Source: an optimization exercise on an open RTL-to-GDS flow (aim: small area, a short achievable clock period and few clock cycles). Production flows keep margins and buffers that such runs may drop. In this exercise RTL edits were held to simulation tests only and were not proved equivalent to the original. In run 7 the design's own scripts or RTL, not TritonCTS, make the clock network. The flow treats the clock pin as an ideal source. Dropping or thinning the clock tree relies on that and would not hold on a real chip. No activity file was given, so power comes from the tool's default toggle rates.

===== flow/config.mk =====
export PLATFORM = sky130hd
export DESIGN_NAME = MU0
export DESIGN_NICKNAME = MU0
export VERILOG_FILES = /design/flow/design.v
export SDC_FILE = /design/flow/constraint.sdc
export NUM_CORES = 4
export LEC_CHECK = 0
export CAP_MARGIN = 20
export CORE_MARGIN = 2
export CORE_UTILIZATION = 55
export SLEW_MARGIN = 20

===== flow/constraint.sdc =====
create_clock -name core_clock -period 10.0 [get_ports {Clk}]
set_input_delay 2.0000 -clock core_clock [delete_from_list [all_inputs] [get_ports {Clk}]]
set_output_delay 2.0000 -clock core_clock [all_outputs]
set_load 0.01 [all_outputs]

===== flow/design.v =====
module add16 (output [15:0] s, input [15:0] a, input [15:0] b, input cin);
wire [15:0] p0 = a ^ b;
wire g0_0 = a[0] & b[0] | p0[0] & cin;
wire g0_1 = a[1] & b[1];
wire g0_2 = a[2] & b[2];
wire g0_3 = a[3] & b[3];
wire g0_4 = a[4] & b[4];
wire g0_5 = a[5] & b[5];
wire g0_6 = a[6] & b[6];
wire g0_7 = a[7] & b[7];
wire g0_8 = a[8] & b[8];
wire g0_9 = a[9] & b[9];
wire g0_10 = a[10] & b[10];
wire g0_11 = a[11] & b[11];
wire g0_12 = a[12] & b[12];
wire g0_13 = a[13] & b[13];
wire g0_14 = a[14] & b[14];
wire g0_15 = a[15] & b[15];
wire g_1_0 = g0_1 | p0[1] & g0_0;
wire g_3_2 = g0_3 | p0[3] & g0_2;
wire p_3_2 = p0[3] & p0[2];
wire g_5_4 = g0_5 | p0[5] & g0_4;
wire p_5_4 = p0[5] & p0[4];
wire g_7_6 = g0_7 | p0[7] & g0_6;
wire p_7_6 = p0[7] & p0[6];
wire g_9_8 = g0_9 | p0[9] & g0_8;
wire p_9_8 = p0[9] & p0[8];
wire g_11_10 = g0_11 | p0[11] & g0_10;
wire p_11_10 = p0[11] & p0[10];
wire g_13_12 = g0_13 | p0[13] & g0_12;
wire p_13_12 = p0[13] & p0[12];
wire g_15_14 = g0_15 | p0[15] & g0_14;
wire p_15_14 = p0[15] & p0[14];
wire g_3_0 = g_3_2 | p_3_2 & g_1_0;
wire g_7_4 = g_7_6 | p_7_6 & g_5_4;
wire p_7_4 = p_7_6 & p_5_4;
wire g_11_8 = g_11_10 | p_11_10 & g_9_8;
wire p_11_8 = p_11_10 & p_9_8;
wire g_15_12 = g_15_14 | p_15_14 & g_13_12;
wire p_15_12 = p_15_14 & p_13_12;
wire g_7_0 = g_7_4 | p_7_4 & g_3_0;
wire g_15_8 = g_15_12 | p_15_12 & g_11_8;
wire p_15_8 = p_15_12 & p_11_8;
wire g_15_0 = g_15_8 | p_15_8 & g_7_0;
wire g_11_0 = g_11_8 | p_11_8 & g_7_0;
wire g_5_0 = g_5_4 | p_5_4 & g_3_0;
wire g_9_0 = g_9_8 | p_9_8 & g_7_0;
wire g_13_0 = g_13_12 | p_13_12 & g_11_0;
wire g_2_0 = g0_2 | p0[2] & g_1_0;
wire g_4_0 = g0_4 | p0[4] & g_3_0;
wire g_6_0 = g0_6 | p0[6] & g_5_0;
wire g_8_0 = g0_8 | p0[8] & g_7_0;
wire g_10_0 = g0_10 | p0[10] & g_9_0;
wire g_12_0 = g0_12 | p0[12] & g_11_0;
wire g_14_0 = g0_14 | p0[14] & g_13_0;
assign s[0] = p0[0] ^ cin;
assign s[1] = p0[1] ^ g0_0;
assign s[2] = p0[2] ^ g_1_0;
assign s[3] = p0[3] ^ g_2_0;
assign s[4] = p0[4] ^ g_3_0;
assign s[5] = p0[5] ^ g_4_0;
assign s[6] = p0[6] ^ g_5_0;
assign s[7] = p0[7] ^ g_6_0;
assign s[8] = p0[8] ^ g_7_0;
assign s[9] = p0[9] ^ g_8_0;
assign s[10] = p0[10] ^ g_9_0;
assign s[11] = p0[11] ^ g_10_0;
assign s[12] = p0[12] ^ g_11_0;
assign s[13] = p0[13] ^ g_12_0;
assign s[14] = p0[14] ^ g_13_0;
assign s[15] = p0[15] ^ g_14_0;
endmodule
module MU0 ( Addr, Dout, Halted, Rd, Wr, cc, fetch, regC, Clk, Din,
     Reset, srcC );
output  Halted, Rd, Wr, fetch;
input  Clk, Reset;
output [11:0]  Addr;
output [1:0]  cc;
output [15:0]  Dout;
output [15:0]  regC;
input [15:0]  Din;
input [1:0]  srcC;
reg  [15:0] acc;
reg  [11:0] pc;      
reg  [11:0] ra;      
reg  [1:0]  op;      
reg         st;      
reg         hlt;     
reg         rq;      
wire        N = acc[15];
wire        Z = ~|acc;
wire        fc   = ~st & ~hlt;                   
wire [2:0]  f    = Din[14:12];
wire        stp  = &f;
wire        take = f[2] & ~f[0] & (~f[1] | ~Z) |    
               f[2] & ~f[1] & f[0] & ~N;            
wire        is_sta = ~op[1] & op[0];
wire [11:0] pc_n = pc + {11'd0, fc};
wire        en = st & ~is_sta;
wire        ka = ~rq & (op[1] | ~en);       
wire        kb = en;                        
wire        b1 = kb & ~op[0], b0 = kb & op[0];
wire [15:0] bop;
genvar i;
generate for (i = 0; i < 16; i = i + 1) begin : bsel
  assign bop[i] = Din[i] ? b1 : b0;
end endgenerate
wire [15:0] alu;
add16 u_add (.s(alu), .a(acc & {16{ka}}),
             .b(bop), .cin(op[0] & kb));
always @(posedge Clk or posedge Reset)
  if (Reset) begin
    pc  <= 12'd0;
    st  <= 1'b0;
    hlt <= 1'b0;
  end else begin
    st  <= fc & ~f[2];
    hlt <= hlt | fc & stp;
    pc  <= fc & (~f[2] | take) ? Din[11:0] : st ? ra : pc_n;
  end
always @(posedge Clk or posedge Reset)
  if (Reset) rq <= 1'b1;
  else       rq <= 1'b0;
always @(posedge Clk) begin
  acc <= alu;
  ra <= pc_n;
  op <= Din[13:12];
end
assign Addr   = pc;
assign Dout   = acc;
assign Rd     = ~Reset & ~hlt & ~(st & is_sta);
assign fetch  = ~Reset & fc;
assign Wr     = st & is_sta;
assign Halted = hlt;
assign cc     = {N, Z};
assign regC   = srcC[1] ? {14'd0, N, Z} :
                srcC[0] ? {4'd0, pc} : acc;
endmodule

===== flow/flow/run.sh =====
#!/bin/bash
# Standard ORFS layout in parts:
#  1. the standard synthesis; flow/remap.sh then re-maps its combinational
#     logic for area (flip-flops unchanged);
#  2. floorplan and placement; flow/size_io.tcl then sizes the port buffers
#     on the paths from the inputs straight to the outputs (srcC to regC,
#     Reset to Rd and fetch);
#  3. clock tree, routing and the rest.
# Each step's full output is in its own .log file here.
# Ports are buffered with buf_1; timing repair aims at a 5.3 ns setup margin.
set -euo pipefail
K=("SETUP_SLACK_MARGIN=5.25" "BUFFER_PORTS_ARGS=-buffer_cell sky130_fd_sc_hd__buf_1" "CTS_ARGS=-sink_clustering_enable -repair_clock_nets -dont_use_dummy_load -buf_list sky130_fd_sc_hd__clkbuf_8")
R=orfs/results/$FLOW_PLATFORM/MU0/base
bash standard.sh "${K[@]}" synth > standard_synth.log 2>&1
cp $R/1_2_yosys.v standard_1_2_yosys.v
bash flow/remap.sh standard_1_2_yosys.v $R/1_2_yosys.v > remap.log 2>&1
rm -f $R/1_synth.odb $R/1_synth.sdc
bash standard.sh "${K[@]}" place > standard_place.log 2>&1
openroad -no_init -exit flow/size_io.tcl > size_io.log 2>&1
bash standard.sh "${K[@]}" finish > standard_finish.log 2>&1

===== flow/flow/cellmodels.py =====
#!/usr/bin/env python3
"""Write Verilog models of the combinational cells of a liberty file, from
their function attributes (for re-mapping a mapped netlist with ABC).
usage: cellmodels.py LIB > models.v"""
import re, sys
s = open(sys.argv[1]).read()
out = []
for m in re.finditer(r'\n\s*cell\s*\(\s*"?(\w+)"?\s*\)\s*\{', s):
    name = m.group(1)
    # the cell body: up to the next cell
    start = m.end()
    nxt = re.search(r'\n\s*cell\s*\(', s[start:])
    body = s[start:start + nxt.start()] if nxt else s[start:]
    if re.search(r'\b(ff|latch|statetable)\s*\(', body):
        continue
    pins = re.findall(r'\n\s*pin\s*\(\s*"?(\w+)"?\s*\)\s*\{(.*?)\n\s*\}', body, re.S)
    ins, outs = [], []
    for pn, pb in pins:
        d = re.search(r'direction\s*:\s*"?(\w+)"?', pb)
        if not d:
            continue
        if d.group(1) == 'input':
            ins.append(pn)
        elif d.group(1) == 'output':
            f = re.search(r'function\s*:\s*"([^"]*)"', pb)
            if not f:
                outs = None
                break
            outs.append((pn, f.group(1)))
    if not outs or not ins:
        continue
    ports = ins + [o for o, _ in outs]
    out.append("module %s (%s);" % (name, ", ".join(ports)))
    for i in ins:
        out.append("  input %s;" % i)
    for o, f in outs:
        e = f.replace('!', '~').replace('*', '&').replace('+', '|')
        out.append("  output %s;\n  assign %s = %s;" % (o, o, e))
    out.append("endmodule")
print("\n".join(out))

===== flow/flow/remap.abc =====
strash
dch -f
amap
topo

===== flow/flow/remap.sh =====
#!/bin/bash
# Re-map the combinational logic of the standard synthesis netlist with ABC
# for area (flow/remap.abc). The flip-flops stay the cells and names the
# standard synthesis gave them: the combinational cells are read as their
# liberty functions and flattened into gates, while the flip-flops and tie
# cells stay black boxes, and ABC maps only the gates. The cells on the
# short paths from the inputs straight to the outputs (srcC to regC, Reset
# to Rd and fetch) are kept as the standard synthesis mapped them.
# usage: flow/remap.sh NETLIST_IN NETLIST_OUT
set -euo pipefail
LIB=$FLOW_HOME/platforms/$FLOW_PLATFORM/lib/sky130_fd_sc_hd__tt_025C_1v80.lib
python3 flow/cellmodels.py $LIB > remap_models.v
cat > remap.ys <<EOY
read_verilog remap_models.v
read_liberty -lib -ignore_redef $LIB
read_verilog $1
hierarchy -top $FLOW_TOP
cd $FLOW_TOP
select -set fwd w:srcC w:Reset %u w:Din %u %co3
select -set bwd w:regC w:Halted %u w:Rd %u w:fetch %u %ci3
select -set keep @fwd @bwd %i t:sky130_fd_sc_hd__df* %d
setattr -set keep_hierarchy 1 @keep
cd
flatten
opt -purge
techmap
opt -fast -purge
abc -liberty $LIB -script flow/remap.abc -dont_use *probe* -dont_use *lpflow*
opt_clean -purge
blackbox sky130_fd_sc_hd__*
stat -liberty $LIB
write_verilog -noattr -nohex -nodec $2
EOY
yosys -l remap_yosys.log remap.ys > /dev/null

===== flow/flow/size_io.tcl =====
set ::sizes {regC* sky130_fd_sc_hd__buf_2 Halted sky130_fd_sc_hd__buf_2 Rd sky130_fd_sc_hd__buf_2 fetch sky130_fd_sc_hd__buf_2 srcC* sky130_fd_sc_hd__buf_4}
# Resize the port buffers of the input-to-output paths in the placed design,
# then legalise the placement again.
set p $::env(FLOW_HOME)/platforms/$::env(FLOW_PLATFORM)
set r orfs/results/$::env(FLOW_PLATFORM)/MU0/base
read_lef $p/lef/sky130_fd_sc_hd.tlef
read_lef $p/lef/sky130_fd_sc_hd_merged.lef
read_liberty $p/lib/sky130_fd_sc_hd__tt_025C_1v80.lib
read_db $r/3_place.odb
read_sdc $r/3_place.sdc
source $p/setRC.tcl
estimate_parasitics -placement
report_checks -path_delay max -group_path_count 5 -format end
# the buffer on a port: the cell its net drives (input) or is driven by (output)
proc size_port {pattern cell} {
  set block [ord::get_db_block]
  foreach bt [$block getBTerms] {
    set name [$bt getName]
    if {![string match $pattern $name]} continue
    set want [expr {[$bt getIoType] eq "OUTPUT" ? "OUTPUT" : "INPUT"}]
    foreach it [[$bt getNet] getITerms] {
      if {[$it getIoType] ne $want} continue
      set inst [[$it getInst] getName]
      puts "$name: $inst [[[$it getInst] getMaster] getName] -> $cell"
      replace_cell [get_cells $inst] $cell
    }
  }
}
foreach {port cell} $::sizes { size_port $port $cell }
estimate_parasitics -placement
report_checks -path_delay max -group_path_count 5 -format end
report_checks -path_delay max
detailed_placement
check_placement -verbose
write_db $r/3_place.odb

===== flow/standard.sh =====
#!/bin/bash
# synth_recipe.tcl (not shown) runs the flow's synth.tcl, then flattens the netlist and writes it again
# the make line also repeats each setting of config.mk as NAME=value (left out here)
make -C /OpenROAD-flow-scripts/flow DESIGN_CONFIG=/design/flow/config.mk WORK_HOME=/design/flow/orfs CLKGATE_MAP_FILE= SYNTH_SCRIPT=/design/flow/synth_recipe.tcl "${@:-finish}"

==> results of run 1 <==
[worst paths after layout]
kind	start	endpoint	slack [ns]	cells past startpoint
max	srcC[1]	regC[14]	5.33	4
min	ra[4]	pc[4]	0.45	2
max reg2reg	st	acc[15]	5.74	19
min reg2reg	ra[4]	pc[4]	0.45	2
max in group asynchronous	Reset	st	7.75	2
min in group asynchronous	Reset	pc[4]	1.78	2
[timing repair]
| item | in CTS | in global routing |
|---|---|---|
| endpoints found under the setup margin | 16 | 6 |
| pin swaps | 0 | 0 |
| gates resized for setup | 5 | 9 |
| cloned | 0 | 0 |
[metrics by stage]
| stage | util (%) | area [µm²] | setup slack, ns | hold slack (ns) |
|---|---|---|---|---|
| after floorplan | - | 2328 | 5.517 | 0.4138 |
| after global placement | 65.87 | 2654 | 4.605 | 0.4229 |
| after detailed placement | 65.87 | 2654 | 4.568 | 0.4340 |
| after CTS | 68.60 | 2764 | 5.238 | 0.4540 |
| after global routing | 69.35 | 2794 | 5.257 | 0.4880 |
| final | 69.35 | 2794 | 5.325 | 0.4548 |
[critical path: stages]
cell and delay (ns):
buf_4 0.17, nor2_1 0.22, and2_1 0.16, buf_2 0.12
[sequential cells by signal (all words and copies together), names as in the netlist]
register  flops
st            1
op            2
hlt           1
ra           12
rq            1
pc           12
acc          16
[routing by layer]
| layer | vias to the layer above | GRT usage [%] | wire [µm] |
|---|---|---|---|
| li1 | 1255 | - | - |
| met4 | 0 | 6.100 | 44 |
| met1 | 1089 | 37.55 | 2831 |
| met2 | 107 | 43.16 | 2867 |
| met5 | - | 0 | 0 |
| met3 | 6 | 5.409 | 513 |
[power groups by stage]
stage	Combinational (mW)	Clock [mW]	Sequential [mW]
4_1_cts	0.177	0.103	0.283
2_1_floorplan	0.102	0	0.292
6_report	0.178	0.101	0.283
5_1_grt	0.200	0.111	0.291
3_3_place_gp	0.169	0	0.286
3_5_place_dp	0.173	0	0.287
[final cells by class]
class	instances	area share, %
Multi-Input combinational cell	238	44.96
Sequential cell	45	35.11
Timing Repair Buffer	70	10.79
Inverter	31	4.434
Clock buffer	5	2.463
Tap cell	50	2.239
==> flow_summary_export.csv, run 1 <==
group,metric,value,unit
power,p_int,358.8,µW
sta,period_needed,4.675,ns
logic_synthesis,ys_warn_count,1,
floorplanning,dieArea,4770,µm²
worst_setup_path,start_kind,"primary input",
route,initialDrtViolationCount,212,
clocking,cts_made_buffers,5,
run,drv_cap,0,
floorplanning,row_count,23,
layout,final_cell_mix,"72 x nor2_1, 48 x buf_1, 36 x a21oi_1",
place,io_buffers,69,
power,seqPwrFrac,50.3,%
layout,drive_gt1_share,9.254,%
layout,fillers,368,
layout,multiInputGateArea,1256,µm²
worst_setup_path,crit_fanout,15,
clocking,cts_max_path_buffers,2,
grt,grt_max_degree,23,
grt,antenna_found_initial,0,
route,wl_per_cell,14.25,µm
grt,grt_pass1_wl,10.43,mm
clocking,clkSinkCount,45,
grt,first_global_vias,2190,
logic_synthesis,syn_nets,335,
logic_synthesis,syn-cell-area,2328,µm²
power,netSwitchingPower,203.9,µW
clocking,tritoncts,"done",
route,wirelength,6.257,mm
worst_hold_path,holdCritPathClass,"flip-flop to flip-flop",
place,dp_hpwl,4.513,mm
route,dr.pass1.iters,6,
sta,fin_crit_sh,46.75,%
floorplanning,io_pins,70,
logic_synthesis,synthCells,315,
floorplanning,die_w,69.07,µm
layout,regArea,980.9,µm²
clocking,path_clk_slew,0.08,ns
clocking,cts-htree-levels,2,
layout,stdcell_count,439,
sta,finalHoldViolations,0,
clocking,cts_hold_buffers,0,
floorplanning,fp.coreArea,4029,µm²
layout,antennaDiodeCount,0,
power,power,562.7,µW
worst_setup_path,cp.arrival,2.67,ns
route,ant_nets,0,
clocking,cts_setup_buffers,0,
sta,max_slew_margin,39.90,%
power,switching_share,36.23,%
layout,nets,411,
sta,fmax,0.2139,GHz
layout,final_common_cell,"nor2_1",
route,drcViolationCount,0,
place,place_inst,434,
power,p_comb_share,31.7,%
layout,areaGrowthSynthToFinish,19.99,%
route,viasPerCell,5.597,
sta,setup_tns,0,ns
clocking,root_buffer,"clkbuf_8",
place,gp_congestion,0.8143,
floorplanning,start_util,57.80,%
sta,rsz0062_at_grt,"false",
power,clkPwrFrac,18.0,%
worst_setup_path,endpoint_kind,"primary output",
status,outcome,"no timing/DRC/antenna violations",
route,vias,2457,
grt,grt_overflow_total,0,
power,ir_worst_vdd,123.2,µV
sta,slew_violations,0,
power,p_per_area,201.4,nW/µm²
grt,grtUsageTotal,26.88,%
power,power_leakage,1.120,nW
worst_setup_path,cp.required,8.00,ns
floorplanning,dieHeight,69.07,µm
worst_setup_path,crit_type,"primary input to primary output",
clocking,worstSkewPairLatency,0.29,ns
sta,skew,0.008396,ns
sta,setup_viol_count_final,0,
logic_synthesis,syn-mean-instance-area,7.392,µm²
sta,worst_pin_slew,0.8982,ns
Testbench counts, summed over its fixed seeds: cycles 63,739.
==> run 2, diff against run 1 <==
--- a/flow/flow/run.sh
+++ b/flow/flow/run.sh
@@ -9,7 +9,7 @@
 # Each step's full output is in its own .log file here.
 # Ports are buffered with buf_1; timing repair aims at a 5.3 ns setup margin.
 set -euo pipefail
-K=("SETUP_SLACK_MARGIN=5.25" "BUFFER_PORTS_ARGS=-buffer_cell sky130_fd_sc_hd__buf_1" "CTS_ARGS=-sink_clustering_enable -repair_clock_nets -dont_use_dummy_load -buf_list sky130_fd_sc_hd__clkbuf_8")
+K=("SETUP_SLACK_MARGIN=5.35" "BUFFER_PORTS_ARGS=-buffer_cell sky130_fd_sc_hd__buf_1" "CTS_ARGS=-sink_clustering_enable -repair_clock_nets -dont_use_dummy_load -buf_list sky130_fd_sc_hd__clkbuf_8")
 R=orfs/results/$FLOW_PLATFORM/MU0/base
 bash standard.sh "${K[@]}" synth > standard_synth.log 2>&1
 cp $R/1_2_yosys.v standard_1_2_yosys.v
==> run 2 against run 1 <==
Against the previous run: fmax rose by 0.91%; flip-flop and latch count stayed put; clock skew is essentially flat; clock power hardly changed; wire length increased by 0.37%; non-clock buffer count stayed put; via count about the same; register-to-register slack gained 0.06 ns; combinational power barely moved; die area unchanged; clock-buffer cell count stayed put; first-iteration DRC count fell by 7.5%; critical path type unchanged; critical endpoint is now regC[0]; largest cell class unchanged.
==> flow_summary_export.csv, run 2 <==
group,metric,value,unit
status,outcome,"no timing/DRC/antenna violations",
logic_synthesis,syn_nets,335,
floorplanning,io_pins,70,
layout,reg_top3,"acc: 16 flops, pc: 12 flops, ra: 12 flops",
floorplanning,row_count,23,
clocking,cts_setup_buffers,0,
floorplanning,die_w,69.07,µm
route,vias,2455,
floorplanning,dieHeight,69.07,µm
sta,skew,0.008207,ns
grt,grt_max_degree,23,
worst_setup_path,cp.arrival,2.63,ns
grt,antenna_found_initial,0,
clocking,clkSinkCount,45,
layout,areaGrowthSynthToFinish,21.49,%
sta,setup_viol_count_final,0,
power,ir_worst_vdd,123.1,µV
run,drv_cap,0,
place,place_inst,434,
sta,setup_tns,0,ns
place,dp_hpwl,4.513,mm
power,power_leakage,1.141,nW
clocking,worstSkewPairLatency,0.30,ns
grt,first_global_vias,2196,
layout,nets,411,
logic_synthesis,syn-cell-area,2328,µm²
sta,fmax,0.2159,GHz
layout,multiInputGateArea,1280,µm²
power,p_per_area,199.9,nW/µm²
grt,top_usage_layer,"met2",
sta,max_slew_margin,44.80,%
route,drcViolationCount,0,
grt,grt_util_met1,37.64,%
grt,grt_pass1_wl,10.49,mm
route,initialDrtViolationCount,196,
grt,grt_overflow_total,0,
clocking,cts_made_buffers,5,
sta,rsz0062_at_grt,"false",
sta,fin_crit_sh,46.33,%
grt,grt.met3_usage,5.409,%
logic_synthesis,syn-mean-instance-area,7.392,µm²
route,dr.pass1.iters,6,
grt,grtUsageTotal,27.00,%
logic_synthesis,ys_warn_count,1,
worst_setup_path,crit_type,"primary input to primary output",
layout,drive_gt1_share,10.28,%
sta,finalHoldViolations,0,
sta,period_needed,4.633,ns
place,io_buffers,69,
sta,slew_violations,0,
worst_hold_path,holdCritPathClass,"flip-flop to flip-flop",
sta,worst_pin_slew,0.8250,ns
layout,regMostFlops,"acc",
clocking,tritoncts,"done",
place,gp_congestion,0.8143,
layout,final_cell_mix,"71 x nor2_1, 48 x buf_1, 36 x a21oi_1",
route,wl_per_cell,14.31,µm
power,power,565.5,µW
grt,met2_usage,43.48,%
layout,regArea,980.9,µm²
route,ant_nets,0,
clocking,cts_hold_buffers,0,
route,viasPerCell,5.592,
floorplanning,fp.coreArea,4029,µm²
worst_setup_path,crit_fanout,14,
clocking,cts-htree-levels,2,
route,wirelength,6.280,mm
clocking,path_clk_slew,0.08,ns
worst_setup_path,cp.required,8.00,ns
worst_setup_path,start_kind,"primary input",
layout,stdcell_count,439,
layout,largest_register_ff_count,16,
layout,final_common_cell,"nor2_1",
floorplanning,dieArea,4770,µm²
worst_setup_path,endpoint_kind,"primary output",
layout,antennaDiodeCount,0,
layout,fillers,359,
logic_synthesis,synthCells,315,
floorplanning,start_util,57.80,%
clocking,cts_max_path_buffers,2,
clocking,root_buffer,"clkbuf_8",
[run 2: what timing repair did]
action,4_1_cts,5_1_grt
setup endpoints to repair,21,19
gates resized for setup,9,13
gates cloned,0,0
[run 2: metrics by stage]
step / hold slack, ns / cell area [µm²] / setup WS [ns] / util [%]
after floorplan: 0.4138 / 2328 / 5.517 / -
after global placement: 0.4229 / 2654 / 4.605 / 65.87
after detailed placement: 0.4340 / 2654 / 4.568 / 65.87
after CTS: 0.4540 / 2776 / 5.350 / 68.91
after global routing: 0.4880 / 2829 / 5.356 / 70.22
final: 0.4587 / 2829 / 5.367 / 70.22
[run 2: final cells by class]
class	instances	area share [%]
clock buffer	5	2.433
inverter	31	4.467
multi-input combinational	238	45.25
sequential	45	34.67
tap	50	2.211
timing repair buffer	70	10.97
[run 2: final timing paths]
| check | startpoint | endpoint | slack, ns | depth (start not counted) |
|---|---|---|---|---|
| setup / recovery | srcC[0] | regC[0] | 5.37 | 4 |
| hold / removal | ra[4] | pc[4] | 0.46 | 2 |
| setup reg to reg | st | acc[15] | 5.80 | 19 |
| hold reg to reg | ra[4] | pc[4] | 0.46 | 2 |
| max in group asynchronous | Reset | st | 7.76 | 2 |
| min in group asynchronous | Reset | pc[4] | 1.78 | 2 |
[run 2: worst max-delay path, stage by stage]
cell	delay, ns
buf_12	0.13
mux2i_1	0.11
o21ai_0	0.21
buf_2	0.18
[run 2: routing by layer]
layer  vias to the layer above  part of all wire, %
li1                       1249                    -
met1                      1095                   46
met2                       103                   46
met3                         8                  7.5
met4                         0                 0.94
met5                         -                    0
[run 2: where the power goes]
part	switching, mW	internal, mW
Sequential	0.0439	0.240
Combinational	0.105	0.0752
Clock	0.0566	0.0451
Total	0.206	0.360
==> run 3, diff against run 2 <==
--- a/flow/flow/run.sh
+++ b/flow/flow/run.sh
@@ -9,7 +9,7 @@
 # Each step's full output is in its own .log file here.
 # Ports are buffered with buf_1; timing repair aims at a 5.3 ns setup margin.
 set -euo pipefail
-K=("SETUP_SLACK_MARGIN=5.35" "BUFFER_PORTS_ARGS=-buffer_cell sky130_fd_sc_hd__buf_1" "CTS_ARGS=-sink_clustering_enable -repair_clock_nets -dont_use_dummy_load -buf_list sky130_fd_sc_hd__clkbuf_8")
+K=("SETUP_SLACK_MARGIN=5.3" "BUFFER_PORTS_ARGS=-buffer_cell sky130_fd_sc_hd__buf_1" "CTS_ARGS=-sink_clustering_enable -repair_clock_nets -dont_use_dummy_load -buf_list sky130_fd_sc_hd__clkbuf_8")
 R=orfs/results/$FLOW_PLATFORM/MU0/base
 bash standard.sh "${K[@]}" synth > standard_synth.log 2>&1
 cp $R/1_2_yosys.v standard_1_2_yosys.v
--- a/flow/flow/remap.sh
+++ b/flow/flow/remap.sh
@@ -3,9 +3,9 @@
 # for area (flow/remap.abc). The flip-flops stay the cells and names the
 # standard synthesis gave them: the combinational cells are read as their
 # liberty functions and flattened into gates, while the flip-flops and tie
-# cells stay black boxes, and ABC maps only the gates. The cells on the
-# short paths from the inputs straight to the outputs (srcC to regC, Reset
-# to Rd and fetch) are kept as the standard synthesis mapped them.
+# cells stay black boxes, and ABC maps only the gates. The multiplexers
+# that srcC selects regC with (mux2i and nor2 cells between srcC and regC)
+# are kept as the standard synthesis mapped them, for speed.
 # usage: flow/remap.sh NETLIST_IN NETLIST_OUT
 set -euo pipefail
 LIB=$FLOW_HOME/platforms/$FLOW_PLATFORM/lib/sky130_fd_sc_hd__tt_025C_1v80.lib
@@ -16,9 +16,9 @@
 read_verilog $1
 hierarchy -top $FLOW_TOP
 cd $FLOW_TOP
-select -set fwd w:srcC w:Reset %u w:Din %u %co3
-select -set bwd w:regC w:Halted %u w:Rd %u w:fetch %u %ci3
-select -set keep @fwd @bwd %i t:sky130_fd_sc_hd__df* %d
+select -set fwd w:srcC %co5
+select -set bwd w:regC %ci5
+select -set keep @fwd @bwd %i t:sky130_fd_sc_hd__mux2i* t:sky130_fd_sc_hd__nor2_* %u %i
 setattr -set keep_hierarchy 1 @keep
 cd
 flatten
==> run 3 against run 2 <==
Against the previous run: still clean on timing, DRC and antenna; critical path depth stayed put; clock-buffer cell count stayed put; fmax is 0.60% lower; sequential power is 2% higher; critical path type unchanged; highest routed layer unchanged.
==> flow_summary_export.csv, run 3 <==
group,metric,value,unit
sta,setup_slack,5.340,ns
worst_hold_path,holdPathStages,2,
layout,largest_register_ff_count,16,
clocking,cts_max_path_buffers,2,
power,clkPwrFrac,17.3,%
sta,finalHoldViolations,0,
worst_setup_path,crit_type,"primary input to primary output",
clocking,cts_made_buffers,5,
place,dp_hpwl,4.425,mm
power,netSwitchingPower,220.6,µW
layout,nets,410,
sta,skew,0.01263,ns
logic_synthesis,syn-cell-area,2343,µm²
clocking,root_buffer,"clkbuf_8",
floorplanning,start_util,57.76,%
logic_synthesis,ys_warn_count,1,
layout,fillers,351,
worst_setup_path,crit_chain,"buf_6, mux2i_1, o22ai_1, buf_2",
sta,setup_viol_count_final,0,
sta,fin_crit_sh,46.60,%
power,power_leakage,1.259,nW
worst_setup_path,reg2reg_depth,22,
floorplanning,row_count,23,
run,drv_cap,0,
route,ant_nets,0,
power,p_comb_share,33.6,%
sta,slew_violations,0,
worst_setup_path,start_kind,"primary input",
sta,max_slew_margin,44.45,%
place,dp_worst_setup_slack,4.633,ns
power,switching_share,37.36,%
logic_synthesis,synthCells,307,
grt,first_global_vias,2244,
place,gp_congestion,0.8020,
clocking,clkSinkCount,45,
floorplanning,dieHeight,69.28,µm
power,seqPwrFrac,49.2,%
route,viasPerCell,5.575,
floorplanning,die_w,69.28,µm
floorplanning,fp.coreArea,4058,µm²
route,vias,2442,
grt,grt_overflow_total,0,
worst_setup_path,crit_path_max_incr_delay,0.22,ns
clocking,worstSkewPairLatency,0.30,ns
place,place_inst,427,
layout,areaGrowthSynthToFinish,22.69,%
sta,setup_tns,0,ns
layout,stdcell_count,438,
logic_synthesis,syn-mean-instance-area,7.634,µm²
sta,fmax,0.2146,GHz
worst_setup_path,cp.arrival,2.66,ns
worst_setup_path,crit_slowest_cell,"mux2i_1",
route,wl_per_cell,14.39,µm
layout,drive_gt1_share,12.11,%
grt,grtUsageTotal,26.48,%
floorplanning,dieArea,4799,µm²
clocking,path_clk_slew,0.08,ns
layout,reg_top3,"acc: 16 flops, pc: 12 flops, ra: 12 flops",
grt,grt_max_degree,18,
clocking,cts-htree-levels,2,
worst_setup_path,cp.required,8.00,ns
worst_hold_path,holdCritPathClass,"flip-flop to flip-flop",
worst_setup_path,path_delay_family,"buffers and inverters",
clocking,tritoncts,"done",
power,p_per_area,205.3,nW/µm²
floorplanning,io_pins,70,
status,outcome,"no timing/DRC/antenna violations",
layout,final_cell_mix,"82 x nor2_1, 47 x buf_1, 30 x dfxtp_1",
worst_setup_path,cp_num_cells,4,
route,initialDrtViolationCount,183,
layout,regMostFlops,"acc",
worst_setup_path,critPathBufInv,2,
worst_setup_path,crit_fanout,13,
power,ir_worst_vdd,109.6,µV
route,drcViolationCount,0,
grt,antenna_found_initial,0,
route,wirelength,6.305,mm
layout,antennaDiodeCount,0,
logic_synthesis,syn_nets,327,
sta,period_needed,4.660,ns
power,p_int,369.8,µW
route,dr.pass1.iters,5,
layout,final_common_cell,"nor2_1",
sta,rsz0062_at_grt,"true",
sta,worst_pin_slew,0.8302,ns
grt,grt_pass1_wl,10.23,mm
sta,whs,0.4695,ns
place,io_buffers,69,
worst_setup_path,endpoint_kind,"primary output",
[run 3: final timing paths]
path / from / end / slack [ns]
worst min register to register: ra[1] / pc[1] / 0.47
worst max register to register: st / acc[15] / 5.86
worst min-delay path: ra[1] / pc[1] / 0.47
max in group asynchronous: Reset / st / 7.95
min in group asynchronous: Reset / pc[1] / 1.70
worst max-delay path: srcC[0] / regC[1] / 5.34
[run 3: final cells by class]
class / instances / area (µm²) / share of cell area [%]
sequential: 45 / 978.4 / 34.03
multi-input combinational: 233 / 1305 / 45.39
tap: 50 / 62.56 / 2.176
clock buffer: 5 / 68.82 / 2.393
timing repair buffer: 76 / 347.8 / 12.10
inverter: 29 / 112.6 / 3.916
[run 3: metal layers]
layer / wire (µm) / vias to the layer above / track usage [%]
met2: 3067 / 101 / 44.98
li1: - / 1238 / -
met5: 0 / - / 0
met1: 2711 / 1092 / 34.11
met3: 438 / 11 / 5.087
met4: 87 / 0 / 8.061
[run 3: repair_timing]
| action | in CTS | in global routing |
|---|---|---|
| pin swaps | 0 | 7 |
| resized for setup | 3 | 15 |
| hold buffers | 0 | 0 |
| buffers inserted | 0 | 6 |
| setup endpoints to repair | 4 | 11 |
[run 3: per-stage QoR]
| stage | cell area [µm²] | power (mW) | util [%] |
|---|---|---|---|
| after floorplan | 2344 | 0.4124 | - |
| after global placement | 2673 | 0.4776 | 65.86 |
| after detailed placement | 2673 | 0.4837 | 65.86 |
| after CTS | 2789 | 0.5870 | 68.73 |
| after global routing | 2875 | 0.6327 | 70.86 |
| final | 2875 | 0.5903 | 70.86 |
[run 3: tightest hold or removal path: cells and delay by family, from the launching register on]
kind	cells	cell delay, ns
flip-flops	1	0.32
AO/OA/AOI/OAI	1	0.08
buffers and inverters	1	0.05
[run 3: power by group through the flow]
stage	Clock (mW)	Sequential (mW)	Combinational, mW
detailed placement	0	0.294	0.190
global placement	0	0.293	0.185
global route	0.111	0.300	0.222
floorplan	0	0.300	0.112
finish	0.102	0.290	0.198
CTS	0.102	0.290	0.195
==> run 4, diff against run 3 <==
--- a/flow/flow/run.sh
+++ b/flow/flow/run.sh
@@ -9,7 +9,7 @@
 # Each step's full output is in its own .log file here.
 # Ports are buffered with buf_1; timing repair aims at a 5.3 ns setup margin.
 set -euo pipefail
-K=("SETUP_SLACK_MARGIN=5.3" "BUFFER_PORTS_ARGS=-buffer_cell sky130_fd_sc_hd__buf_1" "CTS_ARGS=-sink_clustering_enable -repair_clock_nets -dont_use_dummy_load -buf_list sky130_fd_sc_hd__clkbuf_8")
+K=("SETUP_SLACK_MARGIN=5.5" "BUFFER_PORTS_ARGS=-buffer_cell sky130_fd_sc_hd__buf_1" "CTS_ARGS=-sink_clustering_enable -repair_clock_nets -dont_use_dummy_load -buf_list sky130_fd_sc_hd__clkbuf_8")
 R=orfs/results/$FLOW_PLATFORM/MU0/base
 bash standard.sh "${K[@]}" synth > standard_synth.log 2>&1
 cp $R/1_2_yosys.v standard_1_2_yosys.v
==> run 4 against run 3 <==
Against the previous run: wire length grew 2.6%; setup slack gained 0.093 ns; critical path depth is the same; clock power is essentially flat; non-clock buffer count is the same; register-to-register slack lost 0.07 ns; critical path type unchanged.
==> flow_summary_export.csv, run 4 <==
group,metric,value,unit
grt,grt_max_degree,19,
place,place_inst,427,
layout,antennaDiodeCount,0,
power,ir_worst_vdd,106.4,µV
worst_setup_path,cp.arrival,2.57,ns
layout,largest_register_ff_count,16,
layout,post-route-util,72.71,%
sta,period_needed,4.568,ns
grt,first_global_vias,2283,
clocking,path_clk_slew,0.07,ns
sta,fin_crit_sh,45.68,%
power,p_per_area,202.4,nW/µm²
power,power,597.1,µW
place,io_buffers,69,
layout,fillers,335,
route,drcViolationCount,0,
worst_setup_path,reg2reg_from,"st",
floorplanning,row_count,23,
clocking,cts_hold_buffers,0,
sta,whs,0.4724,ns
floorplanning,dieArea,4799,µm²
sta,slew_violations,0,
layout,final_common_cell,"nor2_1",
status,outcome,"no timing/DRC/antenna violations",
worst_setup_path,cp.required,8.00,ns
logic_synthesis,syn_nets,327,
layout,nets,410,
logic_synthesis,syn-cell-area,2343,µm²
layout,drive_gt1_share,13.66,%
run,drv_cap,0,
sta,setup_tns,0,ns
logic_synthesis,synthCells,307,
floorplanning,fp.coreArea,4058,µm²
grt,grtUsageTotal,27.72,%
layout,areaGrowthSynthToFinish,25.89,%
clocking,clkSinkCount,45,
floorplanning,die_w,69.28,µm
worst_setup_path,crit_type,"primary input to primary output",
place,dp_hpwl,4.519,mm
worst_hold_path,hold_path.startpoint,"ra[9]",
layout,final_cell_mix,"78 x nor2_1, 47 x buf_1, 30 x dfxtp_1",
logic_synthesis,ys_warn_count,1,
route,wl_per_cell,14.76,µm
sta,rsz0062_at_grt,"true",
worst_setup_path,crit_fanout,7,
worst_hold_path,holdCritPathClass,"flip-flop to flip-flop",
route,initialDrtViolationCount,170,
power,p_comb_share,33.9,%
power,switching_share,37.45,%
power,clkPwrFrac,17.4,%
sta,finalHoldViolations,0,
power,seqPwrFrac,48.7,%
clocking,cts_made_buffers,5,
layout,finalInstanceArea,2950,µm²
worst_setup_path,endpoint_kind,"primary output",
layout,reg_top3,"acc: 16 flops, pc: 12 flops, ra: 12 flops",
clocking,cts-htree-levels,2,
logic_synthesis,syn-mean-instance-area,7.634,µm²
route,vias,2431,
clocking,tritoncts,"done",
clocking,worstSkewPairLatency,0.30,ns
power,netSwitchingPower,223.6,µW
sta,fmax,0.2189,GHz
worst_setup_path,startpoint,"srcC[0]",
power,p_int,373.5,µW
sta,worst_pin_slew,0.8622,ns
sta,setup_viol_count_final,0,
power,power_leakage,1.281,nW
worst_setup_path,reg2reg_slack,5.79,ns
place,place_area,2680,µm²
clocking,root_buffer,"clkbuf_8",
floorplanning,dieHeight,69.28,µm
grt,antenna_found_initial,0,
floorplanning,start_util,57.76,%
route,ant_nets,0,
clocking,cts_max_path_buffers,2,
floorplanning,io_pins,70,
sta,setup_slack,5.432,ns
layout,stdcell_count,438,
worst_setup_path,crit_chain,"buf_16, mux2i_1, o22ai_1, buf_2",
place,gp_congestion,0.7926,
route,dr.pass1.iters,5,
route,wirelength,6.467,mm
route,viasPerCell,5.550,
grt,grt_overflow_total,0,
sta,max_slew_margin,42.31,%
worst_setup_path,crit_path_max_incr_delay,0.16,ns
worst_setup_path,start_kind,"primary input",
place,dp_worst_setup_slack,4.676,ns
worst_setup_path,crit_slowest_cell,"o22ai_1",
sta,skew,0.007238,ns
grt,grt_pass1_wl,10.71,mm
layout,regMostFlops,"acc",
[run 4: final timing paths]
kind / cells past startpoint / to
setup / recovery: 4 / regC[0]
hold / removal: 2 / pc[9]
setup reg to reg: 23 / acc[15]
hold reg to reg: 2 / pc[9]
max in group asynchronous: 2 / rq
min in group asynchronous: 2 / pc[3]
[run 4: repair_timing]
| action | 4_1_cts | 5_1_grt |
|---|---|---|
| buffers inserted | 1 | 4 |
| endpoints found under the hold margin | 0 | 0 |
| gates cloned | 1 | 0 |
| endpoints found under the setup margin | 20 | 15 |
| pin swaps | 6 | 8 |
| gates resized for setup | 16 | 18 |
[run 4: layout make-up]
| cell class | instances | area (µm²) | share of cell area (%) |
|---|---|---|---|
| multi-input combinational | 233 | 1326 | 44.95 |
| sequential | 45 | 978.4 | 33.16 |
| timing repair buffer | 76 | 400.4 | 13.57 |
| inverter | 29 | 113.9 | 3.859 |
| clock buffer | 5 | 68.82 | 2.332 |
| tap | 50 | 62.56 | 2.120 |
[run 4: critical path: cells and delay by family]
family          cells  cell delay, ns
mux                 1            0.12
buf+inv             2            0.29
compound gates      1            0.16
[run 4: per-layer routing]
metal,global-route usage (%),up-vias,wire [µm]
li1,-,1234,-
met1,35.06,1124,2866
met2,48.40,68,3208
met3,5.233,5,333
met4,7.407,0,59
met5,0,-,0
[run 4: power by group through the flow]
stage | sequential (mW) | combinational [mW] | clock (mW)
floorplan | 0.300 | 0.113 | 0
CTS | 0.291 | 0.198 | 0.103
global placement | 0.293 | 0.185 | 0
global route | 0.301 | 0.226 | 0.112
detailed placement | 0.294 | 0.190 | 0
finish | 0.291 | 0.203 | 0.104
==> run 5, diff against run 4 <==
--- a/flow/flow/run.sh
+++ b/flow/flow/run.sh
@@ -9,7 +9,7 @@
 # Each step's full output is in its own .log file here.
 # Ports are buffered with buf_1; timing repair aims at a 5.3 ns setup margin.
 set -euo pipefail
-K=("SETUP_SLACK_MARGIN=5.5" "BUFFER_PORTS_ARGS=-buffer_cell sky130_fd_sc_hd__buf_1" "CTS_ARGS=-sink_clustering_enable -repair_clock_nets -dont_use_dummy_load -buf_list sky130_fd_sc_hd__clkbuf_8")
+K=("SETUP_SLACK_MARGIN=5.45" "BUFFER_PORTS_ARGS=-buffer_cell sky130_fd_sc_hd__buf_1" "CTS_ARGS=-sink_clustering_enable -repair_clock_nets -dont_use_dummy_load -buf_list sky130_fd_sc_hd__clkbuf_8")
 R=orfs/results/$FLOW_PLATFORM/MU0/base
 bash standard.sh "${K[@]}" synth > standard_synth.log 2>&1
 cp $R/1_2_yosys.v standard_1_2_yosys.v
==> run 5 against run 4 <==
Against the previous run: largest cell class unchanged; critical endpoint is now regC[1]; sequential power barely moved; final area is 0.17% lower; synthesized cell count stayed put; still clean on timing, DRC and antenna; clock-buffer cell count unchanged; register-to-register slack better by 0.20 ns; global-route usage down 0.54 points; critical path type unchanged; fmax is 0.33% higher; critical path depth unchanged; wire length down 0.82%; flip-flop and latch count unchanged; clock power is essentially flat; area after synthesis is the same.
==> flow_summary_export.csv, run 5 <==
group,metric,value,unit
status,outcome,"no timing/DRC/antenna violations",
worst_setup_path,crit_fanout,7,
route,ant_nets,0,
layout,areaGrowthSynthToFinish,25.68,%
grt,top_usage_layer,"met2",
worst_setup_path,crit_path_max_incr_delay,0.15,ns
worst_setup_path,path_delay_family,"buffers and inverters",
worst_setup_path,endpoint_kind,"primary output",
power,ir_worst_vdd,110.5,µV
layout,post-route-util,72.59,%
power,p_per_area,202.3,nW/µm²
layout,regMostFlops,"acc",
grt,grt_util_met1,35.40,%
floorplanning,die_w,69.28,µm
sta,worst_pin_slew,0.8172,ns
layout,nets,410,
layout,multiInputGateArea,1329,µm²
grt,grt.met3_usage,5.087,%
layout,regArea,978.4,µm²
sta,rsz0062_at_grt,"true",
place,gp_congestion,0.8020,
sta,whs,0.4680,ns
route,viasPerCell,5.658,
sta,fmax,0.2197,GHz
sta,period_needed,4.553,ns
logic_synthesis,syn_nets,327,
clocking,cts_max_path_buffers,2,
grt,grt_pass1_wl,10.46,mm
grt,met2_usage,45.73,%
sta,setup_tns,0,ns
sta,setup_viol_count_final,0,
grt,grtUsageTotal,27.18,%
layout,drive_gt1_share,14.18,%
clocking,path_clk_slew,0.08,ns
worst_setup_path,crit_type,"primary input to primary output",
place,place_area,2673,µm²
floorplanning,fp.coreArea,4058,µm²
floorplanning,io_pins,70,
grt,antenna_found_initial,0,
layout,stdcell_count,438,
floorplanning,dieArea,4799,µm²
run,drv_cap,0,
route,vias,2478,
place,place_inst,427,
sta,setup_slack,5.447,ns
grt,grt_max_degree,18,
place,dp_hpwl,4.425,mm
sta,slew_violations,0,
layout,final_cell_mix,"77 x nor2_1, 46 x buf_1, 30 x dfxtp_1",
power,power_leakage,1.283,nW
place,io_buffers,69,
worst_setup_path,cp.arrival,2.55,ns
worst_hold_path,holdCritPathClass,"flip-flop to flip-flop",
logic_synthesis,ys_warn_count,1,
route,initialDrtViolationCount,159,
logic_synthesis,syn-cell-area,2343,µm²
logic_synthesis,syn-mean-instance-area,7.634,µm²
worst_setup_path,start_kind,"primary input",
route,dr.pass1.iters,6,
clocking,tritoncts,"done",
worst_setup_path,cp.required,8.00,ns
route,drcViolationCount,0,
layout,final_common_cell,"nor2_1",
clocking,root_buffer,"clkbuf_8",
sta,skew,0.01316,ns
clocking,clkSinkCount,45,
layout,antennaDiodeCount,0,
layout,fillers,341,
route,wirelength,6.414,mm
power,power,595.7,µW
floorplanning,dieHeight,69.28,µm
layout,reg_top3,"acc: 16 flops, pc: 12 flops, ra: 12 flops",
worst_setup_path,crit_chain,"buf_16, mux2i_1, o22ai_1, buf_2",
grt,first_global_vias,2264,
clocking,cts-htree-levels,2,
sta,max_slew_margin,45.32,%
layout,largest_register_ff_count,16,
layout,finalInstanceArea,2945,µm²
floorplanning,row_count,23,
logic_synthesis,synthCells,307,
place,dp_worst_setup_slack,4.633,ns
floorplanning,start_util,57.76,%
grt,grt_overflow_total,0,
sta,finalHoldViolations,0,
clocking,cts_made_buffers,5,
worst_setup_path,crit_slowest_cell,"o22ai_1",
route,wl_per_cell,14.64,µm
clocking,worstSkewPairLatency,0.30,ns
sta,fin_crit_sh,45.53,%
worst_setup_path,critPathBufInv,2,
## run 5: final cells by class
| type | instances | share of cell area (%) |
|---|---|---|
| well taps | 50 | 2.124 |
| multi-input cells | 233 | 45.11 |
| repair buffers | 76 | 13.34 |
| inverters | 29 | 3.866 |
| clock buffers | 5 | 2.336 |
| flip-flops and latches | 45 | 33.22 |
## run 5: worst paths after layout
| path | to | cells past startpoint | start | slack, ns |
|---|---|---|---|---|
| setup / recovery | regC[1] | 4 | srcC[0] | 5.45 |
| hold / removal | pc[1] | 2 | ra[1] | 0.47 |
| setup reg to reg | acc[15] | 22 | st | 5.99 |
| hold reg to reg | pc[1] | 2 | ra[1] | 0.47 |
| max in group asynchronous | st | 2 | Reset | 7.95 |
| min in group asynchronous | pc[0] | 2 | Reset | 1.70 |
## run 5: where the power goes
group / switching, mW / total, mW / internal, mW
combinational: 0.118 / 0.203 / 0.0855
clock: 0.0573 / 0.102 / 0.0451
sequential: 0.0476 / 0.290 / 0.243
## run 5: what timing repair did
item / in CTS / in global routing
buffers inserted: 0 / 5
pin swaps: 3 / 11
endpoints found under the setup margin: 19 / 11
gates resized for setup: 14 / 23
hold buffers: 0 / 0
gates cloned: 1 / 0
## run 5: metal layers
metal,routed length (µm),vias to the layer above
li1,-,1235
met1,2787,1138
met2,3124,94
met3,431,11
met4,70,0
met5,0,-
## run 5: worst reg2reg max path: stages, from the launching register on
cell and delay, ns:
dfrtp_2 0.56, clkinv_1 0.20, nor2_1 0.37, inv_4 0.17, o21bai_1 0.20, buf_4 0.27
nor2b_1 0.11, nand2_1 0.08, o21ai_0 0.12, nor2_1 0.16, nand2_1 0.07, nand3_1 0.10
o21ai_2 0.08, o31ai_2 0.27, nand2_1 0.16, o41ai_4 0.41, nor2_1 0.07, nor2_1 0.14
nand2_1 0.10, nand2_2 0.10, o21ai_2 0.07, nand2_1 0.06, o21ai_1 0.05
==> run 6, diff against run 5 <==
--- a/flow/flow/run.sh
+++ b/flow/flow/run.sh
@@ -9,7 +9,7 @@
 # Each step's full output is in its own .log file here.
 # Ports are buffered with buf_1; timing repair aims at a 5.3 ns setup margin.
 set -euo pipefail
-K=("SETUP_SLACK_MARGIN=5.45" "BUFFER_PORTS_ARGS=-buffer_cell sky130_fd_sc_hd__buf_1" "CTS_ARGS=-sink_clustering_enable -repair_clock_nets -dont_use_dummy_load -buf_list sky130_fd_sc_hd__clkbuf_8")
+K=("SETUP_SLACK_MARGIN=5.3" "BUFFER_PORTS_ARGS=-buffer_cell sky130_fd_sc_hd__buf_1" "CTS_ARGS=-sink_clustering_enable -repair_clock_nets -dont_use_dummy_load -buf_list sky130_fd_sc_hd__clkbuf_8")
 R=orfs/results/$FLOW_PLATFORM/MU0/base
 bash standard.sh "${K[@]}" synth > standard_synth.log 2>&1
 cp $R/1_2_yosys.v standard_1_2_yosys.v
--- a/flow/flow/remap.sh
+++ b/flow/flow/remap.sh
@@ -3,9 +3,9 @@
 # for area (flow/remap.abc). The flip-flops stay the cells and names the
 # standard synthesis gave them: the combinational cells are read as their
 # liberty functions and flattened into gates, while the flip-flops and tie
-# cells stay black boxes, and ABC maps only the gates. The multiplexers
-# that srcC selects regC with (mux2i and nor2 cells between srcC and regC)
-# are kept as the standard synthesis mapped them, for speed.
+# cells stay black boxes, and ABC maps only the gates. The cells on the
+# short paths from the inputs straight to the outputs (srcC to regC, Reset
+# to Rd and fetch) are kept as the standard synthesis mapped them.
 # usage: flow/remap.sh NETLIST_IN NETLIST_OUT
 set -euo pipefail
 LIB=$FLOW_HOME/platforms/$FLOW_PLATFORM/lib/sky130_fd_sc_hd__tt_025C_1v80.lib
@@ -16,9 +16,9 @@
 read_verilog $1
 hierarchy -top $FLOW_TOP
 cd $FLOW_TOP
-select -set fwd w:srcC %co5
-select -set bwd w:regC %ci5
-select -set keep @fwd @bwd %i t:sky130_fd_sc_hd__mux2i* t:sky130_fd_sc_hd__nor2_* %u %i
+select -set fwd w:srcC w:Reset %u %co3
+select -set bwd w:regC w:Halted %u w:Rd %u w:fetch %u %ci3
+select -set keep @fwd @bwd %i t:sky130_fd_sc_hd__df* %d
 setattr -set keep_hierarchy 1 @keep
 cd
 flatten
--- a/flow/flow/size_io.tcl
+++ b/flow/flow/size_io.tcl
@@ -1,4 +1,4 @@
-set ::sizes {regC* sky130_fd_sc_hd__buf_2 Halted sky130_fd_sc_hd__buf_2 Rd sky130_fd_sc_hd__buf_2 fetch sky130_fd_sc_hd__buf_2 srcC* sky130_fd_sc_hd__buf_4}
+set ::sizes {regC* sky130_fd_sc_hd__buf_2 Rd sky130_fd_sc_hd__buf_2 fetch sky130_fd_sc_hd__buf_2 srcC* sky130_fd_sc_hd__buf_4}
 # Resize the port buffers of the input-to-output paths in the placed design,
 # then legalise the placement again.
 set p $::env(FLOW_HOME)/platforms/$::env(FLOW_PLATFORM)
==> run 6 against run 5 <==
Against the previous run: still clean; sequential power barely moved; wire length fell by 2.5%; sequential share of layout area rose by 1.6 points; final area fell by 4.6%; clock skew barely moved; first-iteration DRC count rose by 18%; clock power barely moved; critical path type unchanged; largest cell class unchanged; largest power group unchanged.
==> flow_summary_export.csv, run 6 <==
group,metric,value,unit
worst_setup_path,reg2reg_depth,19,
worst_hold_path,min_to,"pc[1]",
route,initialDrtViolationCount,187,
place,io_buffers,69,
route,wirelength,6.251,mm
worst_setup_path,critPathBufInv,3,
floorplanning,die_w,68.77,µm
clocking,path_clk_slew,0.07,ns
worst_hold_path,holdPathStages,2,
sta,fmax,0.2152,GHz
layout,nets,404,
worst_setup_path,crit_slowest_cell,"o22ai_1",
floorplanning,dieArea,4729,µm²
sta,period_needed,4.646,ns
worst_setup_path,r2r-end,"acc[15]",
place,gp_congestion,0.8174,
worst_setup_path,cp.arrival,2.65,ns
floorplanning,io_pins,70,
sta,skew,0.01296,ns
power,p_per_area,207.1,nW/µm²
route,dr.pass1.iters,4,
grt,antenna_found_initial,0,
sta,rsz0062_at_grt,"true",
layout,drive_gt1_share,10.21,%
clocking,cts-htree-levels,2,
worst_setup_path,crit_type,"primary input to primary output",
grt,grt_overflow_total,0,
grt,grt_max_degree,20,
grt,grtUsageTotal,27.35,%
logic_synthesis,syn_nets,327,
layout,antennaDiodeCount,0,
sta,slew_violations,0,
power,p_int,369.1,µW
worst_setup_path,cp.required,8.00,ns
sta,setup_tns,0,ns
worst_setup_path,crit_chain,"buf_8, clkinv_4, o22ai_1, nor2_1, buf_2",
floorplanning,dieHeight,68.77,µm
status,outcome,"no timing/DRC/antenna violations",
clocking,root_buffer,"clkbuf_8",
floorplanning,row_count,23,
power,seqPwrFrac,49.6,%
worst_setup_path,crit_path_max_incr_delay,0.16,ns
sta,setup_viol_count_final,0,
run,drv_cap,0,
grt,grt_pass1_wl,9.563,mm
sta,max_slew_margin,40.81,%
sta,whs,0.4591,ns
worst_setup_path,crit_fanout,14,
logic_synthesis,syn-cell-area,2307,µm²
clocking,cts_hold_buffers,0,
power,switching_share,36.55,%
worst_setup_path,reg2reg_slack,5.81,ns
layout,areaGrowthSynthToFinish,21.75,%
floorplanning,fp.coreArea,4029,µm²
route,drcViolationCount,0,
power,ir_worst_vdd,96.08,µV
grt,first_global_vias,2056,
clocking,tritoncts,"done",
sta,fin_crit_sh,46.46,%
worst_hold_path,hold_path.startpoint,"ra[1]",
worst_setup_path,endpoint_kind,"primary output",
layout,reg_top3,"acc: 16 flops, pc: 12 flops, ra: 12 flops",
clocking,clkSinkCount,45,
worst_setup_path,path_delay_family,"buffers and inverters",
clocking,cts_max_path_buffers,2,
logic_synthesis,syn-mean-instance-area,7.515,µm²
sta,worst_pin_slew,0.8846,ns
clocking,cts_made_buffers,5,
layout,largest_register_ff_count,16,
route,ant_nets,0,
power,netSwitchingPower,212.6,µW
worst_setup_path,reg2reg_from,"st",
worst_setup_path,start_kind,"primary input",
logic_synthesis,ys_warn_count,1,
power,clkPwrFrac,17.2,%
power,p_comb_share,33.2,%
route,viasPerCell,5.569,
layout,final_common_cell,"nor2_1",
place,dp_hpwl,4.604,mm
sta,finalHoldViolations,0,
layout,final_cell_mix,"59 x nor2_1, 49 x buf_1, 31 x nand2_1",
clocking,worstSkewPairLatency,0.30,ns
worst_hold_path,holdCritPathClass,"flip-flop to flip-flop",
route,wl_per_cell,14.47,µm
layout,regMostFlops,"acc",
power,power_leakage,1.127,nW
logic_synthesis,synthCells,307,
route,vias,2406,
floorplanning,start_util,57.27,%
-- run 6: what timing repair did --
action                     CTS  global route
gates cloned                 0             0
pin swaps                    0             1
gates resized for setup      9            10
setup buffers                0             1
setup endpoints to repair   16            10
-- run 6: final cells by class --
cell class / instances / area (µm²)
multi-input cells: 231 / 1267
repair buffers: 71 / 311.5
clock buffers: 5 / 68.82
well taps: 50 / 62.56
fillers: 369 / 1220
flip-flops and latches: 45 / 978.4
inverters: 30 / 120.1
-- run 6: tightest hold or removal path, stage by stage, from the launching register on --
cell,delay (ns)
dfxtp_1,0.31
a222oi_1,0.07
clkinv_1,0.05
-- run 6: power by group through the flow --
stage	clock (mW)	sequential [mW]	combinational [mW]
floorplan	0	0.297	0.110
global placement	0	0.289	0.180
detailed placement	0	0.292	0.185
CTS	0.102	0.288	0.190
global route	0.109	0.298	0.218
finish	0.100	0.289	0.193
-- run 6: layer usage --
metal  track usage (%)  vias to the layer above  wire (µm)
met5                 0                        -          0
met1             35.53                     1061       2844
met2             46.15                       89       2915
met4             8.578                        0         61
li1                  -                     1247          -
met3             4.870                        9        429
-- run 6: worst max path at each step --
stage,from,to,cells after the start
after floorplan,Din[0],acc[15],17
after global placement,srcC[0],regC[10],5
after detailed placement,srcC[0],regC[8],5
after CTS,srcC[1],regC[12],4
after global routing,Din[0],acc[15],18
final,srcC[0],regC[10],5
-- run 6: per-stage QoR --
step	area [µm²]	std cells	power (mW)	utilization (%)	setup slack (ns)
floorplan	2307	307	0.4074	-	5.486
global placement	2633	426	0.4688	65.34	4.492
detailed placement	2633	426	0.4765	65.34	4.422
CTS	2761	431	0.5802	68.54	5.332
global route	2809	432	0.6250	69.72	5.296
finish	2809	432	0.5817	69.72	5.354
==> run 7, diff against run 6 <==
--- a/flow/flow/run.sh
+++ b/flow/flow/run.sh
@@ -5,7 +5,9 @@
 #  2. floorplan and placement; flow/size_io.tcl then sizes the port buffers
 #     on the paths from the inputs straight to the outputs (srcC to regC,
 #     Reset to Rd and fetch);
-#  3. clock tree, routing and the rest.
+#  3. clock tree synthesis; flow/clock_tree.tcl then replaces the tree with
+#     three clock buffers, each driving a cluster of the flip-flops;
+#  4. routing and the rest.
 # Each step's full output is in its own .log file here.
 # Ports are buffered with buf_1; timing repair aims at a 5.3 ns setup margin.
 set -euo pipefail
@@ -17,4 +19,6 @@
 rm -f $R/1_synth.odb $R/1_synth.sdc
 bash standard.sh "${K[@]}" place > standard_place.log 2>&1
 openroad -no_init -exit flow/size_io.tcl > size_io.log 2>&1
+bash standard.sh "${K[@]}" cts > standard_cts.log 2>&1
+FLOW_CLOCK_PORT=Clk CLOCK_BUF=sky130_fd_sc_hd__clkbuf_8 CLOCK_NBUF=3 openroad -no_init -exit flow/clock_tree.tcl > clock_tree.log 2>&1
 bash standard.sh "${K[@]}" finish > standard_finish.log 2>&1
==> flow/flow/clock_tree.tcl (new file) <==
# Replace the clock tree that CTS built with CLOCK_NBUF clock buffers
# (CLOCK_BUF), each driving one cluster of the flip-flops and placed at its
# centre, all driven by the clock port; then legalise.
set p $::env(FLOW_HOME)/platforms/$::env(FLOW_PLATFORM)
set r orfs/results/$::env(FLOW_PLATFORM)/MU0/base
read_lef $p/lef/sky130_fd_sc_hd.tlef
read_lef $p/lef/sky130_fd_sc_hd_merged.lef
read_liberty $p/lib/sky130_fd_sc_hd__tt_025C_1v80.lib
read_db $r/4_cts.odb
read_sdc $r/4_cts.sdc
source $p/setRC.tcl
set_propagated_clock [all_clocks]
estimate_parasitics -placement
report_clock_skew
report_checks -path_delay max -group_path_count 3 -format end

set db [ord::get_db]
set block [ord::get_db_block]
set clk [$block findNet $::env(FLOW_CLOCK_PORT)]
# the flip-flop clock pins, and the cells between them and the clock port
set sinks {}
set tree {}
proc walk {net} {
  foreach it [$net getITerms] {
    if {[$it isOutputSignal]} continue
    set inst [$it getInst]
    set m [[$inst getMaster] getName]
    if {[string match "*clkbuf*" $m] || [string match "*clkinv*" $m] || [string match "*bufinv*" $m]} {
      lappend ::tree $inst
      foreach o [$inst getITerms] {
        if {[$o isOutputSignal] && [$o getNet] ne "NULL"} { walk [$o getNet] }
      }
    } else {
      lappend ::sinks $it
    }
  }
}
walk $clk
puts "clock tree cells: [llength $tree], sinks: [llength $sinks]"
foreach it $sinks {
  if {![string match "*df*" [[[$it getInst] getMaster] getName]]} { error "unexpected clock sink [[$it getInst] getName]" }
}
set nets {}
foreach inst $tree {
  foreach o [$inst getITerms] {
    if {[$o isOutputSignal] && [$o getNet] ne "NULL"} { lappend nets [$o getNet] }
  }
}
foreach it $sinks { $it disconnect }
foreach inst $tree { odb::dbInst_destroy $inst }
foreach n $nets { odb::dbNet_destroy $n }

set master [$db findMaster $::env(CLOCK_BUF)]
set k $::env(CLOCK_NBUF)
# sink positions
set pts {}
foreach it $sinks {
  set b [[$it getInst] getBBox]
  lappend pts [list [expr {([$b xMin] + [$b xMax]) / 2.0}] [expr {([$b yMin] + [$b yMax]) / 2.0}]]
}
# k-means, started from sinks spread along x
set order [lsort -real -index 0 [lmap q $pts {set q}]]
set cent {}
for {set c 0} {$c < $k} {incr c} {
  lappend cent [lindex $order [expr {int(($c + 0.5) * [llength $order] / $k)}]]
}
for {set iter 0} {$iter < 50} {incr iter} {
  set asg {}
  foreach q $pts {
    set best 0; set bd 1e30
    for {set c 0} {$c < $k} {incr c} {
      set d [expr {abs([lindex $q 0] - [lindex $cent $c 0]) + abs([lindex $q 1] - [lindex $cent $c 1])}]
      if {$d < $bd} { set bd $d; set best $c }
    }
    lappend asg $best
  }
  set new {}
  for {set c 0} {$c < $k} {incr c} {
    set sx 0; set sy 0; set n 0
    foreach q $pts a $asg { if {$a == $c} { set sx [expr {$sx + [lindex $q 0]}]; set sy [expr {$sy + [lindex $q 1]}]; incr n } }
    if {$n == 0} { lappend new [lindex $cent $c] } else { lappend new [list [expr {$sx / $n}] [expr {$sy / $n}]] }
  }
  set cent $new
}
for {set c 0} {$c < $k} {incr c} {
  set buf [odb::dbInst_create $block $master clkbuf_root_$c]
  set net [odb::dbNet_create $block clknet_root_$c]
  $net setSigType CLOCK
  [$buf findITerm A] connect $clk
  [$buf findITerm X] connect $net
  set n 0
  foreach it $sinks a $asg { if {$a == $c} { $it connect $net; incr n } }
  puts "clock buffer $c: $n flip-flops at [lindex $cent $c]"
  $buf setLocation [expr {int([lindex $cent $c 0])}] [expr {int([lindex $cent $c 1])}]
  $buf setPlacementStatus PLACED
}
detailed_placement
check_placement -verbose
estimate_parasitics -placement
report_clock_skew
report_checks -path_delay max -group_path_count 3 -format end
report_check_types -max_slew -max_capacitance -violators
write_db $r/4_cts.odb
--- a/flow/flow/remap.sh
+++ b/flow/flow/remap.sh
@@ -16,7 +16,7 @@
 read_verilog $1
 hierarchy -top $FLOW_TOP
 cd $FLOW_TOP
-select -set fwd w:srcC w:Reset %u %co3
+select -set fwd w:srcC w:Reset %u w:Din %u %co3
 select -set bwd w:regC w:Halted %u w:Rd %u w:fetch %u %ci3
 select -set keep @fwd @bwd %i t:sky130_fd_sc_hd__df* %d
 setattr -set keep_hierarchy 1 @keep
--- a/flow/flow/size_io.tcl
+++ b/flow/flow/size_io.tcl
@@ -1,4 +1,4 @@
-set ::sizes {regC* sky130_fd_sc_hd__buf_2 Rd sky130_fd_sc_hd__buf_2 fetch sky130_fd_sc_hd__buf_2 srcC* sky130_fd_sc_hd__buf_4}
+set ::sizes {regC* sky130_fd_sc_hd__buf_2 srcC* sky130_fd_sc_hd__buf_4}
 # Resize the port buffers of the input-to-output paths in the placed design,
 # then legalise the placement again.
 set p $::env(FLOW_HOME)/platforms/$::env(FLOW_PLATFORM)
==> run 7 against run 6 <==
Against the previous run: via count up 0.54%; largest power group unchanged; die area increased by 0.86%; clock skew grew 0.035 ns; hold slack got worse by 0.0056 ns; sequential share of layout area increased by 0.48 points; register-to-register slack got worse by 0.12 ns; final cell count grew 1.2%.
==> flow_summary_export.csv, run 7 <==
group,metric,value,unit
floorplanning,fp.coreArea,4029,µm²
sta,max_slew_margin,42.57,%
power,ir_worst_vdd,143.1,µV
sta,skew,0.04761,ns
layout,reg_top3,"acc: 16 flops, pc: 12 flops, ra: 12 flops",
logic_synthesis,syn-mean-instance-area,7.392,µm²
worst_setup_path,critPathBufInv,3,
route,drcViolationCount,0,
sta,setup_tns,0,ns
run,drv_cap,0,
power,power_leakage,1.107,nW
logic_synthesis,syn_nets,335,
worst_setup_path,crit_chain,"buf_6, clkinv_4, o22ai_1, nor2_1, buf_2",
route,wirelength,6.248,mm
sta,rsz0062_at_grt,"true",
worst_hold_path,holdCritPathClass,"flip-flop to flip-flop",
power,p_per_area,193.3,nW/µm²
floorplanning,io_pins,70,
place,gp_congestion,0.8143,
layout,final_cell_mix,"71 x nor2_1, 51 x buf_1, 35 x a21oi_1",
layout,antennaDiodeCount,0,
floorplanning,start_util,57.80,%
worst_setup_path,reg2reg_slack,5.69,ns
sta,fmax,0.2145,GHz
worst_setup_path,crit_type,"primary input to primary output",
sta,finalHoldViolations,0,
worst_setup_path,crit_fanout,14,
layout,final_common_cell,"nor2_1",
worst_setup_path,cp.arrival,2.66,ns
route,dr.pass1.iters,5,
worst_setup_path,path_delay_family,"buffers and inverters",
clocking,worstSkewPairLatency,0.18,ns
layout,regMostFlops,"acc",
worst_setup_path,start_kind,"primary input",
worst_setup_path,reg2reg_depth,19,
sta,worst_pin_slew,0.8582,ns
grt,grtUsageTotal,26.60,%
sta,setup_viol_count_final,0,
worst_setup_path,crit_slowest_cell,"o22ai_1",
worst_hold_path,min_to,"pc[11]",
clocking,cts_hold_buffers,0,
sta,fin_crit_sh,46.63,%
worst_setup_path,crit_path_max_incr_delay,0.19,ns
floorplanning,die_w,69.07,µm
grt,antenna_found_initial,0,
worst_setup_path,cp.required,8.00,ns
logic_synthesis,synthCells,315,
route,initialDrtViolationCount,163,
layout,areaGrowthSynthToFinish,19.29,%
place,io_buffers,69,
worst_setup_path,endpoint_kind,"primary output",
layout,nets,409,
logic_synthesis,ys_warn_count,1,
place,dp_hpwl,4.513,mm
clocking,clkSinkCount,45,
grt,grt_max_degree,23,
worst_setup_path,reg2reg_from,"st",
grt,first_global_vias,2190,
route,wl_per_cell,14.30,µm
grt,grt_overflow_total,0,
route,viasPerCell,5.535,
floorplanning,dieArea,4770,µm²
worst_hold_path,holdPathStages,2,
layout,largest_register_ff_count,16,
layout,drive_gt1_share,9.044,%
layout,finalInstanceArea,2778,µm²
worst_hold_path,hold_path.startpoint,"ra[11]",
worst_setup_path,r2r-end,"acc[15]",
route,ant_nets,0,
route,vias,2419,
clocking,cts_setup_buffers,0,
status,outcome,"no timing/DRC/antenna violations",
logic_synthesis,syn-cell-area,2328,µm²
sta,slew_violations,0,
floorplanning,row_count,23,
grt,grt_pass1_wl,10.36,mm
sta,period_needed,4.663,ns
clocking,path_clk_slew,0.10,ns
floorplanning,dieHeight,69.07,µm
place,place_area,2654,µm²
-- run 7: changes by cell type in the layout (fill, tap and decap cells not counted), sizes merged, moves of 3 or more --
| cell | before | now |
|---|---|---|
| nand2 | 31 | 25 |
| o21ai | 29 | 22 |
| a21oi | 29 | 37 |
| o22ai | 13 | 16 |
| and2 | 6 | 11 |
| nor2 | 61 | 73 |
-- run 7: worst max-delay path by stage --
stage                       start       end  slack [ns]  cells past startpoint
after global routing       Din[2]   acc[15]        5.29                     16
after floorplan                st   acc[15]        5.52                     18
final                     srcC[0]   regC[2]        5.34                      5
after CTS                 srcC[1]  regC[12]        5.32                      4
after global placement    srcC[0]   regC[2]        4.60                      5
after detailed placement  srcC[0]   regC[2]        4.57                      5
-- run 7: final cells by class --
type                            count  area (µm²)
Fill cell                         364        1251
Sequential cell                    45       980.9
Multi-Input combinational cell    238        1272
Buffer                              3       41.29
Inverter                           31       122.6
Tap cell                           50       62.56
Timing Repair Buffer               70       297.8
-- run 7: power breakdown --
group / leakage (nW) / internal [mW] / switching, mW
Clock: 0.0216 / 0.0278 / 0.0470
Sequential: 0.430 / 0.240 / 0.0434
Combinational: 0.655 / 0.0741 / 0.105
Total: 1.11 / 0.341 / 0.195
-- run 7: metrics by stage --
step / total power [mW] / setup slack [ns] / hold WS (ns) / std cells / utilization (%)
floorplan: 0.3946 / 5.517 / 0.4138 / 315 / -
global placement: 0.4554 / 4.605 / 0.4229 / 434 / 65.87
detailed placement: 0.4605 / 4.568 / 0.4340 / 434 / 65.87
CTS: 0.5647 / 5.318 / 0.4540 / 439 / 68.76
global route: 0.5728 / 5.288 / 0.4682 / 437 / 68.94
finish: 0.5369 / 5.337 / 0.4535 / 437 / 68.94
-- run 7: routing by layer --
metal  vias to the layer above  wire length [µm]  GRT usage, %
li1                       1245                 -             -
met1                      1073              2894         37.45
met2                        91              2828         43.27
met3                        10               432         3.655
met4                         0                93         6.754
met5                         -                 0             0
-- run 7: worst reg2reg max path: cells and delay by family, from the launching register on --
| family | cells | cell delay (ns) |
|---|---|---|
| and+or+nand+nor | 6 | 0.86 |
| buffers and inverters | 3 | 0.75 |
| DFF | 1 | 0.59 |
| AOI/OAI and AO/OA | 10 | 2.08 |
-- run 7: what timing repair did --
action                                  CTS  global route
endpoints found under the setup margin   16             8
pin swaps                                 0             1
resized for setup                         8             9

Setup slack of run 7, layout unchanged: 5.337 ns with ideal ports, 5.296 ns with driving cells assumed (clock clkbuf_16, inputs buf_2), 5.296 ns with port delays also shifted by the 0.202 ns mid clock arrival.
